Background: an optimization exercise with open tools, aiming at small area, a short achievable clock period and few clock cycles per item. Do not read the settings as production practice. RTL that was checked went through simulation tests only; none was proved equivalent to the original. No activity file was given, so power comes from the tool's default toggle rates.

// IOTDF
module IOTDF( clk, rst, in_en, iot_in, fn_sel, busy, valid, iot_out);
clock: 5.5 ns
lec_check: 0
abc_clock_period_in_ps: 2000
cap_margin: 20
core_area: 2.3 2.72 109.02 108.8
die_area: 0 0 111.405 111.405
setup_slack_margin: 3.55
slew_margin: 20
standard.sh (not shown) runs the stock make flow with config.mk's settings and CLKGATE_MAP_FILE= SYNTH_SCRIPT=/design/flow/synth_recipe.tcl, a recipe that flattens the netlist after the stock synthesis.
==> flow/flow/run.sh <==
#!/bin/bash
# The standard ORFS layout with two changes:
#  - synthesis maps all logic with ABC under a delay target (map -D) instead of
#    extracting full/half adder cells first (ADDER_MAP_FILE empty); sizing and
#    buffering are left to OpenROAD's repair steps;
#  - the port buffers are the smallest buffer, buf_1.
# Everything else (synthesis script, floorplan, placement, CTS, routing) is the
# standard flow. Each step's output goes to a log file in this folder.
set -euo pipefail
D=${ABC_D:-1400}
rm -rf scripts_synth
cp -r "$FLOW_HOME/scripts" scripts_synth
cat > scripts_synth/abc_speed.script <<EOS
strash
dch
map -D $D
topo
EOS
bash standard.sh SCRIPTS_DIR="$PWD/scripts_synth" ADDER_MAP_FILE= synth > synth.log 2>&1
bash standard.sh BUFFER_PORTS_ARGS="-buffer_cell sky130_fd_sc_hd__buf_1" CTS_ARGS="-sink_clustering_enable -repair_clock_nets -dont_use_dummy_load -sink_clustering_size 40 -sink_clustering_max_diameter 80 -root_buf sky130_fd_sc_hd__clkbuf_16 -buf_list {sky130_fd_sc_hd__clkbuf_4 sky130_fd_sc_hd__clkbuf_8}" finish > layout.log 2>&1
The baseline completed without violations.
Testbench counts at the start, summed over its fixed seeds: cycles 38,424, blocks 2,400.
==> next run, changes <==
SETUP_SLACK_MARGIN = 3.42   (was 3.55)
Utilization goes down by 9.8 points.
Clock skew goes down by 0.0089 ns.
Worst setup slack gets better by 0.094 ns.
Global-route usage goes down by 1.5 points.
Combinational power goes down by 28%.
Final area goes down by 15%.
==> next run, changes <==
==> flow/flow/run.sh (replaced) <==
#!/bin/bash
# Standard ORFS layout, except that the port buffers the standard flow's flow inserts
# (one per input and output port) are the smallest buffer, buf_1.
set -euo pipefail
bash standard.sh BUFFER_PORTS_ARGS="-buffer_cell sky130_fd_sc_hd__buf_1" finish > standard.log 2>&1
CORE_AREA = default   (was 2.3 2.72 109.02 108.8)
CORE_MARGIN = 2   (was default)
CORE_UTILIZATION = 40   (was default)
CTS_CLUSTER_DIAMETER = 100   (was default)
CTS_CLUSTER_SIZE = 50   (was default)
DIE_AREA = default   (was 0 0 111.405 111.405)
SETUP_SLACK_MARGIN = 3.0   (was 3.42)
Outcome:
- final cell count is lower by about 16%
- sequential power is higher by about 6%
- core utilization is lower by 1.9 points
==> next run, changes <==
==> flow/flow/run.sh (replaced) <==
#!/bin/bash
# The standard ORFS layout with two changes:
#  - synthesis maps all logic with ABC under a delay target (map -D) instead of
#    extracting full/half adder cells first (ADDER_MAP_FILE empty); sizing and
#    buffering are left to OpenROAD's repair steps;
#  - the port buffers are the smallest buffer, buf_1.
# Everything else (synthesis script, floorplan, placement, CTS, routing) is the
# standard flow. Each step's output goes to a log file in this folder.
set -euo pipefail
D=${ABC_D:-1400}
rm -rf scripts_synth
cp -r "$FLOW_HOME/scripts" scripts_synth
cat > scripts_synth/abc_speed.script <<EOS
strash
dch
map -D $D
topo
EOS
bash standard.sh SCRIPTS_DIR="$PWD/scripts_synth" ADDER_MAP_FILE= synth > synth.log 2>&1
bash standard.sh BUFFER_PORTS_ARGS="-buffer_cell sky130_fd_sc_hd__buf_1" CTS_ARGS="-sink_clustering_enable -repair_clock_nets -dont_use_dummy_load -sink_clustering_size 40 -sink_clustering_max_diameter 80 -root_buf sky130_fd_sc_hd__clkbuf_16 -buf_list \"sky130_fd_sc_hd__clkbuf_4 sky130_fd_sc_hd__clkbuf_8\"" finish > layout.log 2>&1
CTS_CLUSTER_DIAMETER = default   (was 100)
CTS_CLUSTER_SIZE = default   (was 50)
SETUP_SLACK_MARGIN = 3.3   (was 3.0)
The new run aborted during 4_1_cts, error STA-0564.
Synthesized cell count increases by a quarter to a third.
Synthesized area drops slightly.
==> next run, changes <==
--- a/flow/flow/run.sh
+++ b/flow/flow/run.sh
@@ -19,2 +19,2 @@
 bash standard.sh SCRIPTS_DIR="$PWD/scripts_synth" ADDER_MAP_FILE= synth > synth.log 2>&1
-bash standard.sh BUFFER_PORTS_ARGS="-buffer_cell sky130_fd_sc_hd__buf_1" CTS_ARGS="-sink_clustering_enable -repair_clock_nets -dont_use_dummy_load -sink_clustering_size 40 -sink_clustering_max_diameter 80 -root_buf sky130_fd_sc_hd__clkbuf_16 -buf_list \"sky130_fd_sc_hd__clkbuf_4 sky130_fd_sc_hd__clkbuf_8\"" finish > layout.log 2>&1
+bash standard.sh RECOVER_POWER=100 BUFFER_PORTS_ARGS="-buffer_cell sky130_fd_sc_hd__buf_1" CTS_ARGS="-sink_clustering_enable -repair_clock_nets -dont_use_dummy_load -sink_clustering_size 40 -sink_clustering_max_diameter 80 -root_buf sky130_fd_sc_hd__clkbuf_16 -buf_list {sky130_fd_sc_hd__clkbuf_4 sky130_fd_sc_hd__clkbuf_8}" finish > layout.log 2>&1
CORE_AREA = 2.3 2.72 109.02 108.8   (was default)
CORE_MARGIN = default   (was 2)
CORE_UTILIZATION = default   (was 40)
DIE_AREA = 0 0 111.405 111.405   (was default)
SETUP_SLACK_MARGIN = 3.45   (was 3.3)
With this change the flow produced a clean layout.
Area after synthesis is unchanged.
Synthesized cell count is unchanged.

========
Setup of job 105:
The RTL this note starts from:
==> flow/design.v <==
`timescale 1ns/10ps
module IOTDF( clk, rst, in_en, iot_in, fn_sel, busy, valid, iot_out);
    input          clk;
    input          rst;
    input          in_en;
    input  [7:0]   iot_in;
    input  [2:0]   fn_sel;
    output         busy;
    output         valid;
    output [127:0] iot_out;
    reg  [3:0]   cnt;       
    reg  [7:0]   d0;        
    reg  [7:0]   d1;        
    reg  [11:0]  s;         
    reg          first;     
    reg          g_sel;     
    reg          f_sel;     
    reg          last;      
    reg          o_valid;
    reg  [127:0] o_data;
    assign busy    = 1'b0;
    assign valid   = o_valid;
    assign iot_out = o_data;
    wire start = (cnt == 4'd0);
    wire [11:0] t   = {4'd0, d0} * 12'd5 + s;
    wire [7:0]  fir = t[11:4];
    wire [11:0] s_nxt = {4'd0, d0} * 12'd9 + {4'd0, d1} * 12'd2 + 12'd8;
    wire        p = o_data[0] & ~first;
    reg  [7:0]  gray;
    integer i;
    always @(*) begin
        gray[7] = p ^ d0[7];
        for (i = 6; i >= 0; i = i - 1) gray[i] = gray[i+1] ^ d0[i];
    end
    wire [7:0] res = ({8{g_sel}} & gray) | ({8{f_sel}} & fir);
    always @(posedge clk) begin
        d0    <= iot_in;
        d1    <= start ? 8'd0 : d0;
        s     <= start ? 12'd8 : s_nxt;
        first <= start;
        g_sel <= (fn_sel == 3'b001);
        f_sel <= (fn_sel == 3'b010);
        o_data <= {o_data[119:0], res};
        if (rst) begin
            cnt     <= 4'd0;
            last    <= 1'b0;
            o_valid <= 1'b0;
        end else begin
            if (in_en) cnt <= cnt + 4'd1;
            last    <= in_en & (cnt == 4'd15);
            o_valid <= last;
        end
    end
endmodule
==> flow/config.mk <==
export PLATFORM = sky130hd
export DESIGN_NAME = IOTDF
export DESIGN_NICKNAME = IOTDF
export VERILOG_FILES = /design/flow/design.v
export SDC_FILE = /design/flow/constraint.sdc
export NUM_CORES = 4
export LEC_CHECK = 0
export ABC_CLOCK_PERIOD_IN_PS = 2000
export CAP_MARGIN = 20
export CORE_MARGIN = 2
export CORE_UTILIZATION = 40
export SETUP_SLACK_MARGIN = 3.3
export SLEW_MARGIN = 20
==> flow/constraint.sdc <==
create_clock -name core_clock -period 5.5 [get_ports {clk}]
set_input_delay 1.1000 -clock core_clock [delete_from_list [all_inputs] [get_ports {clk}]]
set_output_delay 1.1000 -clock core_clock [all_outputs]
set_load 0.01 [all_outputs]
==> flow/flow/run.sh <==
#!/bin/bash
# Standard ORFS layout, except that the port buffers the standard flow's flow inserts
# (one per input and output port) are the smallest buffer, buf_1.
set -euo pipefail
bash standard.sh BUFFER_PORTS_ARGS="-buffer_cell sky130_fd_sc_hd__buf_1" finish > standard.log 2>&1
Inputs modified between job 105 and job 101:
==> flow/run.sh (new file) <==
#!/bin/bash
# synth_recipe.tcl (not shown) runs the flow's synth.tcl, then flattens the netlist and writes it again
# the make line also repeats each setting of config.mk as NAME=value (left out here)
make -C /OpenROAD-flow-scripts/flow DESIGN_CONFIG=/design/flow/config.mk WORK_HOME=/design/flow/orfs CLKGATE_MAP_FILE= SYNTH_SCRIPT=/design/flow/synth_recipe.tcl finish
removed: flow/flow/run.sh
removed: flow/standard.sh
[summary]
Job 101 and job 105 ended up with roughly the same time the final worst path needs with I/O delays and setup. Comparing job 101 and job 105, the higher count of clock-buffer cells in the layout is on job 101. Delta (job 101 minus job 105): aggregate negative setup slack flat; routed wire length now sits higher; fraction of layout instances using a drive strength above 1 went up; hold slack comparable.
No functional check of the RTL was part of any run of this note.

========
== the baseline ==
RTL: one of the versions met above, not the one the previous note started from.
Size in the first run: ~330 cells after synthesis, roughly 140 I/O pins, ~0.0047 mm² of cells after synthesis.
// IOTDF
module IOTDF( clk, rst, in_en, iot_in, fn_sel, busy, valid, iot_out);
Settings: LEC_CHECK=0, ABC_CLOCK_PERIOD_IN_PS=2000, CAP_MARGIN=20, CORE_MARGIN=2, CORE_UTILIZATION=40, SETUP_SLACK_MARGIN=3.0, SLEW_MARGIN=20; clock period 5.5 ns.
==> flow/flow/run.sh <==
#!/bin/bash
# Standard ORFS layout, except that the port buffers the standard flow's flow inserts
# (one per input and output port) are the smallest buffer, buf_1.
set -euo pipefail
bash standard.sh BUFFER_PORTS_ARGS="-buffer_cell sky130_fd_sc_hd__buf_1" finish > standard.log 2>&1
The baseline did not stop at any stage, and its layout met the timing, design-rule and antenna checks.
Testbench counts of the baseline, summed over its fixed seeds: cycles 38,424, blocks 2,400.
#### Input delta (the candidate over the baseline)
Settings: CTS_BUF_LIST now sky130_fd_sc_hd__clkbuf_4 sky130_fd_sc_hd__clkbuf_8, previously not set; SETUP_SLACK_MARGIN now 3.5, was 3.0.
Findings:
Compared with the baseline, the detailed router inserted more vias in the candidate.
Compared with the baseline, in the candidate starting DRC count in detailed routing now larger; clock tree buffer depth held.
The lower setup slack came out of the baseline.
Changes observed in the candidate relative to the baseline: power increased by 5.5% relative to the old numbers, layout-stage area growth over the synthesis result increased by 29 points relative to the old numbers, average wire per standard cell increased by 23% relative to the old numbers, post-detailed-route via-to-cell ratio increased by 0.025 relative to the old numbers, final area increased by 22% relative to the old numbers.
Compare the candidate and the baseline | clock period minus worst slack higher: the baseline
Sequential share of layout area delta for the candidate relative to the baseline: 7.9 points lower

========
run 1:
Starting RTL as in the previous note.
Settings: LEC_CHECK=0, ABC_CLOCK_PERIOD_IN_PS=2000, CAP_MARGIN=20, CORE_MARGIN=2, CORE_UTILIZATION=40, SETUP_SLACK_MARGIN=3.4, SLEW_MARGIN=20; clock period 5.5 ns.
==> flow/flow/run.sh <==
#!/bin/bash
# The standard ORFS layout with two changes:
#  - synthesis maps all logic with ABC under a delay target (map -D) instead of
#    extracting full/half adder cells first (ADDER_MAP_FILE empty); sizing and
#    buffering are left to OpenROAD's repair steps;
#  - the port buffers are the smallest buffer, buf_1.
# Everything else (synthesis script, floorplan, placement, CTS, routing) is the
# standard flow. Each step's output goes to a log file in this folder.
set -euo pipefail
D=${ABC_D:-1400}
rm -rf scripts_synth
cp -r "$FLOW_HOME/scripts" scripts_synth
cat > scripts_synth/abc_speed.script <<EOS
strash
dch
map -D $D
topo
EOS
bash standard.sh SCRIPTS_DIR="$PWD/scripts_synth" ADDER_MAP_FILE= synth > synth.log 2>&1
bash standard.sh BUFFER_PORTS_ARGS="-buffer_cell sky130_fd_sc_hd__buf_1" CTS_ARGS="-sink_clustering_enable -repair_clock_nets -dont_use_dummy_load -sink_clustering_size 40 -sink_clustering_max_diameter 80 -root_buf sky130_fd_sc_hd__clkbuf_16 -buf_list {sky130_fd_sc_hd__clkbuf_4 sky130_fd_sc_hd__clkbuf_8}" finish > layout.log 2>&1
Testbench counts of run 1, summed over its fixed seeds: cycles 38,424, blocks 2,400.
diff inputs: run 1 => run 2
# run 1
export LEC_CHECK = 0
export ABC_CLOCK_PERIOD_IN_PS = 2000
export CAP_MARGIN = 20
export CORE_MARGIN = 2
export CORE_UTILIZATION = 40
export SETUP_SLACK_MARGIN = 3.4
export SLEW_MARGIN = 20
create_clock -name core_clock -period 5.5 [get_ports {clk}]
# run 2
export LEC_CHECK = 0
export ABC_CLOCK_PERIOD_IN_PS = 2000
export CAP_MARGIN = 20
export CORE_MARGIN = 2
export CORE_UTILIZATION = 65
export SETUP_SLACK_MARGIN = 3.0
export SLEW_MARGIN = 20
create_clock -name core_clock -period 5.5 [get_ports {clk}]
==> flow/flow/run.sh <==
#!/bin/bash
# Standard ORFS layout, except that the port buffers the standard flow's flow inserts
# (one per input and output port) are the smallest buffer, buf_1.
set -euo pipefail
bash standard.sh BUFFER_PORTS_ARGS="-buffer_cell sky130_fd_sc_hd__buf_1" finish > standard.log 2>&1
### Flow results
| non-clock buffer instance count of the final layout | lower: run 2 |
Run 2: done, clean on timing, DRC and antenna
Summary of run 2 over run 1: longest individual stage delay on the worst path rose 0.09 ns; die area went down about 36%; routed length on met3 lower; cell total after placement now smaller.
In run 2 the via count of the first global-routing pass turned out about 12% lower than in run 1.
The following lists how run 3 was set up differently from run 2:
# run 2
export LEC_CHECK = 0
export ABC_CLOCK_PERIOD_IN_PS = 2000
export CAP_MARGIN = 20
export CORE_MARGIN = 2
export CORE_UTILIZATION = 65
export SETUP_SLACK_MARGIN = 3.0
export SLEW_MARGIN = 20
create_clock -name core_clock -period 5.5 [get_ports {clk}]
# run 3
export LEC_CHECK = 0
export ABC_CLOCK_PERIOD_IN_PS = 2000
export CAP_MARGIN = 20
export CORE_AREA = 2.3 2.72 103.86 103.66
export DIE_AREA = 0 0 106.26 106.26
export SETUP_SLACK_MARGIN = 3.45
export SLEW_MARGIN = 20
create_clock -name core_clock -period 5.5 [get_ports {clk}]
==> flow/flow/run.sh <==
#!/bin/bash
# The standard ORFS layout with three changes:
#  - synthesis maps all logic with ABC under a delay target (map -D) instead of
#    extracting full/half adder cells first (ADDER_MAP_FILE empty); sizing and
#    buffering are left to OpenROAD's repair steps;
#  - the port buffers are the smallest buffer, buf_1;
#  - CTS uses clkbuf_4/clkbuf_8 for the tree under a clkbuf_16 root and
#    inserts no dummy loads.
# Everything else (synthesis script, floorplan, placement, routing) is the
# standard flow. Each step's output goes to a log file in this folder.
set -euo pipefail
D=${ABC_D:-1400}
rm -rf scripts_synth
cp -r "$FLOW_HOME/scripts" scripts_synth
cat > scripts_synth/abc_speed.script <<EOS
strash
dch
map -D $D
topo
EOS
bash standard.sh SCRIPTS_DIR="$PWD/scripts_synth" ADDER_MAP_FILE= synth > synth.log 2>&1
bash standard.sh BUFFER_PORTS_ARGS="-buffer_cell sky130_fd_sc_hd__buf_1" CTS_ARGS="-sink_clustering_enable -repair_clock_nets -dont_use_dummy_load -sink_clustering_size 40 -sink_clustering_max_diameter 80 -root_buf sky130_fd_sc_hd__clkbuf_16 -buf_list {sky130_fd_sc_hd__clkbuf_4 sky130_fd_sc_hd__clkbuf_8}" finish > layout.log 2>&1
Findings:
- Lower wire length of the first global-routing pass was reported by run 2, not run 3.
- Run 2 vs run 3, worst setup path endpoint: s[10] vs o_data[5]
- Run 3 reports a higher number of placed instances with taps included than run 2 does.
- The faster design of the two is run 3; run 2 tops out lower.
- Going from run 2 to run 3, total power -about 23%; post-layout minimum cycle time -0.39 ns.
diff inputs: run 3 => run 4
# run 3
export LEC_CHECK = 0
export ABC_CLOCK_PERIOD_IN_PS = 2000
export CAP_MARGIN = 20
export CORE_AREA = 2.3 2.72 103.86 103.66
export DIE_AREA = 0 0 106.26 106.26
export SETUP_SLACK_MARGIN = 3.45
export SLEW_MARGIN = 20
create_clock -name core_clock -period 5.5 [get_ports {clk}]
# run 4
export LEC_CHECK = 0
export ABC_CLOCK_PERIOD_IN_PS = 2000
export CAP_MARGIN = 20
export CORE_MARGIN = 2
export CORE_UTILIZATION = 40
export SETUP_SLACK_MARGIN = 3.3
export SLEW_MARGIN = 20
create_clock -name core_clock -period 5.5 [get_ports {clk}]
==> flow/flow/run.sh <==
#!/bin/bash
# The standard ORFS layout with two changes:
#  - synthesis maps all logic with ABC under a delay target (map -D) instead of
#    extracting full/half adder cells first (ADDER_MAP_FILE empty); sizing and
#    buffering are left to OpenROAD's repair steps;
#  - the port buffers are the smallest buffer, buf_1.
# Everything else (synthesis script, floorplan, placement, CTS, routing) is the
# standard flow. Each step's output goes to a log file in this folder.
set -euo pipefail
D=${ABC_D:-1400}
rm -rf scripts_synth
cp -r "$FLOW_HOME/scripts" scripts_synth
cat > scripts_synth/abc_speed.script <<EOS
strash
dch
map -D $D
topo
EOS
bash standard.sh SCRIPTS_DIR="$PWD/scripts_synth" ADDER_MAP_FILE= synth > synth.log 2>&1
bash standard.sh BUFFER_PORTS_ARGS="-buffer_cell sky130_fd_sc_hd__buf_1" CTS_ARGS="-sink_clustering_enable -repair_clock_nets -dont_use_dummy_load -sink_clustering_size 40 -sink_clustering_max_diameter 80" finish > layout.log 2>&1
NOTE: combinational share of power in run 4 falls short of that of run 3. Run 4 against run 3: wire length moved down; mean routed wirelength per cell moved up; clock-pin slew on the worst setup and hold paths moved down.
Here is what was changed in the inputs of run 5 compared with run 4.
# run 4
export LEC_CHECK = 0
export ABC_CLOCK_PERIOD_IN_PS = 2000
export CAP_MARGIN = 20
export CORE_MARGIN = 2
export CORE_UTILIZATION = 40
export SETUP_SLACK_MARGIN = 3.3
export SLEW_MARGIN = 20
create_clock -name core_clock -period 5.5 [get_ports {clk}]
# run 5
export LEC_CHECK = 0
export ABC_CLOCK_PERIOD_IN_PS = 2000
export CAP_MARGIN = 20
export CORE_AREA = 2.3 2.72 97.65 97.45
export DIE_AREA = 0 0 100.05 100.05
export SETUP_SLACK_MARGIN = 3.45
export SLEW_MARGIN = 20
create_clock -name core_clock -period 5.5 [get_ports {clk}]
==> flow/flow/run.sh <==
#!/bin/bash
# The standard ORFS layout with three changes:
#  - synthesis maps all logic with ABC under a delay target (map -D) instead of
#    extracting full/half adder cells first (ADDER_MAP_FILE empty); sizing and
#    buffering are left to OpenROAD's repair steps;
#  - the port buffers are the smallest buffer, buf_1;
#  - CTS uses clkbuf_4/clkbuf_8 for the tree under a clkbuf_16 root and
#    inserts no dummy loads.
# Everything else (synthesis script, floorplan, placement, routing) is the
# standard flow. Each step's output goes to a log file in this folder.
set -euo pipefail
D=${ABC_D:-1400}
rm -rf scripts_synth
cp -r "$FLOW_HOME/scripts" scripts_synth
cat > scripts_synth/abc_speed.script <<EOS
strash
dch
map -D $D
topo
EOS
bash standard.sh SCRIPTS_DIR="$PWD/scripts_synth" ADDER_MAP_FILE= synth > synth.log 2>&1
bash standard.sh BUFFER_PORTS_ARGS="-buffer_cell sky130_fd_sc_hd__buf_1" CTS_ARGS="-sink_clustering_enable -repair_clock_nets -dont_use_dummy_load -sink_clustering_size 40 -sink_clustering_max_diameter 80 -root_buf sky130_fd_sc_hd__clkbuf_16 -buf_list {sky130_fd_sc_hd__clkbuf_4 sky130_fd_sc_hd__clkbuf_8}" finish > layout.log 2>&1
### Flow results
- Run 5 reached the final stage; the timing, design-rule and antenna checks on its layout passed.
- Summary of run 5 over run 4: netlist area before placement roughly the same, fraction of power consumed by combinational cells higher, total inserted antenna cells roughly the same, met3 routing resource usage after global routing roughly the same, met3 routed wirelength lower.
- Run 4 tops out at a lower clock frequency than run 5.
- Sort run 4 and run 5 by global-route wire length before repair desc -> top: run 5
- Compared with run 4, run 5 shows a lower non-filler instance count after layout.
Inputs modified between run 5 and run 6:
# run 5
export LEC_CHECK = 0
export ABC_CLOCK_PERIOD_IN_PS = 2000
export CAP_MARGIN = 20
export CORE_AREA = 2.3 2.72 97.65 97.45
export DIE_AREA = 0 0 100.05 100.05
export SETUP_SLACK_MARGIN = 3.45
export SLEW_MARGIN = 20
create_clock -name core_clock -period 5.5 [get_ports {clk}]
# run 6
export LEC_CHECK = 0
export ABC_CLOCK_PERIOD_IN_PS = 2000
export CAP_MARGIN = 20
export CORE_AREA = 2.3 2.72 109.02 108.8
export DIE_AREA = 0 0 111.405 111.405
export SETUP_SLACK_MARGIN = 3.48
export SLEW_MARGIN = 20
create_clock -name core_clock -period 5.5 [get_ports {clk}]
--- a/flow/flow/run.sh
+++ b/flow/flow/run.sh
@@ -1,11 +1,9 @@
 #!/bin/bash
-# The standard ORFS layout with three changes:
+# The standard ORFS layout with two changes:
 #  - synthesis maps all logic with ABC under a delay target (map -D) instead of
 #    extracting full/half adder cells first (ADDER_MAP_FILE empty); sizing and
 #    buffering are left to OpenROAD's repair steps;
-#  - the port buffers are the smallest buffer, buf_1;
-#  - CTS uses clkbuf_4/clkbuf_8 for the tree under a clkbuf_16 root and
-#    inserts no dummy loads.
-# Everything else (synthesis script, floorplan, placement, routing) is the
+#  - the port buffers are the smallest buffer, buf_1.
+# Everything else (synthesis script, floorplan, placement, CTS, routing) is the
 # standard flow. Each step's output goes to a log file in this folder.
 set -euo pipefail
[summary]
- Run 6 vs run 5: logic gate share of total power up in run 6
- Met2 layer wire length in the routed design delta for run 6 relative to run 5: about 2.7% lower
- The fraction of the cycle the final worst path needs was comparable across run 6 and run 5.

==> separate check: timing with driven ports <==
In the flow no input, the clock included, has a driving cell. The finished layouts below were timed again as built, in two steps.
Step 1 assumes that a clkbuf_16 drives the clock port and a buf_2 every other input.
Step 2 also shifts input and output timing later by t, the mid clock arrival at the registers, as if the neighbouring blocks saw the same clock.
a / b / c = no drivers / after step 1 / after step 2; a / b = the first two.
run | t (ns) | setup WS [ns] | slew at the worst register clock pin (ns) | worst slew at a driven data input, ns
the first run of note 1 | 0.396 | 3.358 / 3.358 / 3.358 | 0.09 / 0.09 | 0.06
the second run of note 1 | 0.395 | 3.452 / 3.452 / 3.452 | 0.08 / 0.08 | 0.05
the third run of note 1 | 0.453 | 3.033 / 3.033 / 3.033 | 0.06 / 0.06 | 0.03
the fifth run of note 1 | 0.386 | 2.982 / 2.982 / 2.982 | 0.09 / 0.09 | 0.03
job 105 | 0.450 | 2.579 / 2.579 / 2.579 | 0.07 / 0.07 | 0.03
job 101 | 0.449 | 2.578 / 2.578 / 2.578 | 0.07 / 0.07 | 0.04
the baseline | 0.453 | 3.033 / 3.033 / 3.033 | 0.06 / 0.06 | 0.03
the candidate | 0.469 | 3.043 / 3.043 / 3.043 | 0.10 / 0.10 | 0.03
run 1 | 0.394 | 3.443 / 3.443 / 3.443 | 0.08 / 0.08 | 0.06
run 2 | 0.536 | 2.966 / 2.966 / 2.966 | 0.07 / 0.07 | 0.04
run 3 | 0.397 | 3.354 / 3.354 / 3.354 | 0.08 / 0.08 | 0.03
run 4 | 0.441 | 3.355 / 3.355 / 3.355 | 0.06 / 0.06 | 0.07
run 5 | 0.387 | 3.398 / 3.398 / 3.398 | 0.09 / 0.09 | 0.04
run 6 | 0.396 | 3.396 / 3.396 / 3.396 | 0.08 / 0.08 | 0.03
After both steps setup and hold are still met in every run listed.
